From an optimization exercise on the open Yosys and OpenROAD flow, aimed at small area; shortcuts taken in it are not production practice.
RTL that was checked went through simulation tests only; none was proved equivalent to the original.
Power and IR drop assume default switching activity.

## v6
==> flow/design.v <==
`timescale 1ns / 1ps
module Comparator #(parameter WORD_WIDTH = 16)
						 (input [WORD_WIDTH-1: 0] mx, my, ka1, ka0,
						  output equal);
	localparam NP = 2 * WORD_WIDTH;
	localparam N3 = NP / 3;
	localparam NR = NP - 3 * N3;
	wire [NP-1: 0] f = {my, mx};
	wire [NP-1: 0] k = {ka0, ka1};
	wire [N3: 0] hit;
	genvar g;
	generate
		for (g = 0; g < N3; g = g + 1) begin : grp
			NoHit #(.N(3)) nh (.f(f[3*g +: 3]), .k(k[3*g +: 3]), .y(hit[g]));
		end
		if (NR > 0) begin : rest
			NoHit #(.N(NR)) nh (.f(f[NP-1: 3*N3]), .k(k[NP-1: 3*N3]), .y(hit[N3]));
		end else begin : none
			assign hit[N3] = 1'b1;
		end
	endgenerate
	assign equal = &hit;
endmodule
module NoHit #(parameter N = 3) (input [N-1: 0] f, k, output y);
	assign y = ~|(f & k);
endmodule
`timescale 1ns / 1ps
module TCAM #(parameter WORD_WIDTH = 16, parameter MEMORY_SIZE = 32)
				 (input [WORD_WIDTH-1: 0] A, K,
				  input [$clog2(MEMORY_SIZE)-1: 0] write_addr,
				  input read, write, reset, clk,
				  output reg [MEMORY_SIZE-1: 0] matched);
	wire wr = write & ~read;
	wire [WORD_WIDTH-1: 0] dx = K & ~A;
	wire [WORD_WIDTH-1: 0] dy = K & A;
	wire [WORD_WIDTH-1: 0] ka1 = K & A;
	wire [WORD_WIDTH-1: 0] ka0 = K & ~A;
	wire [MEMORY_SIZE-1: 0] equal;
	genvar i, b;
	generate
		for (i = 0; i < MEMORY_SIZE; i = i + 1) begin : entry
			reg [WORD_WIDTH-1: 0] mx, my;
			wire [WORD_WIDTH-1: 0] mx_d, my_d;
			wire sel  = wr & (write_addr == i);
			wire ldx = sel | ~reset;
			wire kpx = ~sel | ~reset;
			wire ldy = sel & reset;
			wire kpy = ~sel & reset;
			for (b = 0; b < WORD_WIDTH; b = b + 1) begin : col
				FlagHold hold (.ldx(ldx), .kpx(kpx), .ldy(ldy), .kpy(kpy),
				               .dx(dx[b]), .dy(dy[b]), .qx(mx[b]), .qy(my[b]),
				               .nx(mx_d[b]), .ny(my_d[b]));
			end
			always @(posedge clk) begin
				mx <= mx_d;
				my <= my_d;
			end
			Comparator #(.WORD_WIDTH(WORD_WIDTH)) comparator (.mx(mx), .my(my), .ka1(ka1), .ka0(ka0), .equal(equal[i]));
		end
	endgenerate
	always @(posedge clk) begin
		if (reset && read) matched <= equal;
	end
endmodule
module FlagHold (input ldx, kpx, ldy, kpy, dx, dy, qx, qy,
                 output nx, ny);
	assign nx = (ldx | qx) & (kpx | dx);
	assign ny = (ldy & dy) | (kpy & qy);
endmodule
==> flow/config.mk <==
export PLATFORM = sky130hd
export DESIGN_NAME = TCAM
export DESIGN_NICKNAME = TCAM
export VERILOG_FILES = /design/flow/design.v
export SDC_FILE = /design/flow/constraint.sdc
export NUM_CORES = 4
export LEC_CHECK = 0
export CAP_MARGIN = 20
export CORE_MARGIN = 2
export CORE_UTILIZATION = 45
export SLEW_MARGIN = 20
export SYNTH_HIERARCHICAL = 1
export SYNTH_MINIMUM_KEEP_SIZE = 0
==> flow/constraint.sdc <==
create_clock -name core_clock -period 5.0 [get_ports {clk}]
set_input_delay 1.0000 -clock core_clock [delete_from_list [all_inputs] [get_ports {clk}]]
set_output_delay 1.0000 -clock core_clock [all_outputs]
set_load 0.01 [all_outputs]
run.sh (not shown) runs the stock make flow with config.mk's settings and CLKGATE_MAP_FILE= SYNTH_SCRIPT=/design/flow/synth_recipe.tcl, a recipe that flattens the netlist after the stock synthesis.
v6 finished end to end and its layout was clean on timing, DRC and antenna.
For v7, these inputs were changed with respect to v6:
==> flow/design.v <==
`timescale 1ns / 1ps
module Comparator #(parameter WORD_WIDTH = 16)
						 (input [WORD_WIDTH-1: 0] hit,
						  output equal);
	assign equal = &hit;
endmodule
`timescale 1ns / 1ps
module TCAM #(parameter WORD_WIDTH = 16, parameter MEMORY_SIZE = 32)
				 (input [WORD_WIDTH-1: 0] A, K,
				  input [$clog2(MEMORY_SIZE)-1: 0] write_addr,
				  input read, write, reset, clk,
				  output reg [MEMORY_SIZE-1: 0] matched);
	wire wr = write & ~read;
	wire [WORD_WIDTH-1: 0] dx = K & ~A;
	wire [WORD_WIDTH-1: 0] dy = K & A;
	wire [WORD_WIDTH-1: 0] ka1 = K & A;
	wire [WORD_WIDTH-1: 0] ka0 = K & ~A;
	wire [MEMORY_SIZE-1: 0] equal;
	genvar i, b;
	generate
		for (i = 0; i < MEMORY_SIZE; i = i + 1) begin : entry
			reg [WORD_WIDTH-1: 0] mx, my;
			wire [WORD_WIDTH-1: 0] mx_d, my_d, hit;
			wire sel  = wr & (write_addr == i);
			wire ldx = sel | ~reset;
			wire kpx = ~sel | ~reset;
			wire ldy = sel & reset;
			wire kpy = ~sel & reset;
			for (b = 0; b < WORD_WIDTH; b = b + 1) begin : col
				BitCell bitcell (.ldx(ldx), .kpx(kpx), .ldy(ldy), .kpy(kpy),
				              .dx(dx[b]), .dy(dy[b]), .qx(mx[b]), .qy(my[b]),
				              .ka1(ka1[b]), .ka0(ka0[b]),
				              .nx(mx_d[b]), .ny(my_d[b]), .hit(hit[b]));
			end
			always @(posedge clk) begin
				mx <= mx_d;
				my <= my_d;
			end
			Comparator #(.WORD_WIDTH(WORD_WIDTH)) comparator (.hit(hit), .equal(equal[i]));
		end
	endgenerate
	always @(posedge clk) begin
		if (reset && read) matched <= equal;
	end
endmodule
module BitCell (input ldx, kpx, ldy, kpy, dx, dy, qx, qy, ka1, ka0,
                output nx, ny, hit);
	assign nx = (ldx | qx) & (kpx | dx);
	assign ny = (ldy & dy) | (kpy & qy);
	assign hit = ~((qx & ka1) | (qy & ka0));
endmodule
## What came out
Looking at v7 and v6, the worst hold slack is a wash. v6 -> v7: overall die width increased slightly. In the reports for v7 and v6, the larger share of cell area taken by flip-flops and latches belongs to v6. Compared with v6, v7 shows non-clock buffer count that has gone down by a few percent. Number of library cell types mapped by synthesis for v7: about 6% down relative to v6. | clock network area share | higher: v6 |. Going from v6 to v7, total via count after detailed routing about even; power density of the placed cells shows a reduction of about 1.8%; minimum setup slack in the final design now sits higher; total routed wirelength has decreased. Worst supply voltage drop on vdd ends up lower on v6. Final standard cell area without fillers: lower on v6. The higher cell count came out of v7. Compared with v6, v7 shows total design power lower by about 0.8%. Looking at top routing layer in use, the met5 result is from v7; the met4 one comes from v6.
Only the layout flow was run in v6; the RTL was not checked for function there.

port drivers added, routing unchanged:
The results above use ideal ports. As a check the final layouts listed here were re-extracted and re-timed, cells and wires unchanged.
Step 1: set_driving_cell puts a clkbuf_16 on clk and a buf_2 on each other input, an assumption about the parent block.
Step 2, shift: input delay + t, output delay - t, t = (earliest + latest rising clock arrival at the registers) / 2. This alone moves slack from input paths to output paths.
Slacks: ideal / step 1 / step 2; pairs: ideal / step 1.
run	t, ns	setup WS [ns]	worst setup path after step 2	worst data-port slew with drivers (ns)	pins driven straight from the clock port
v6	0.733	1.425 / 1.426 / 0.693	input to register	0.07	1
v7	0.724	1.604 / 1.615 / 0.891	input to register	0.08	1
After both steps setup and hold are still met in every run listed. For v6, which loses most, drivers alone change the setup slack by +0.001 ns; drivers and shift together by -0.732 ns.
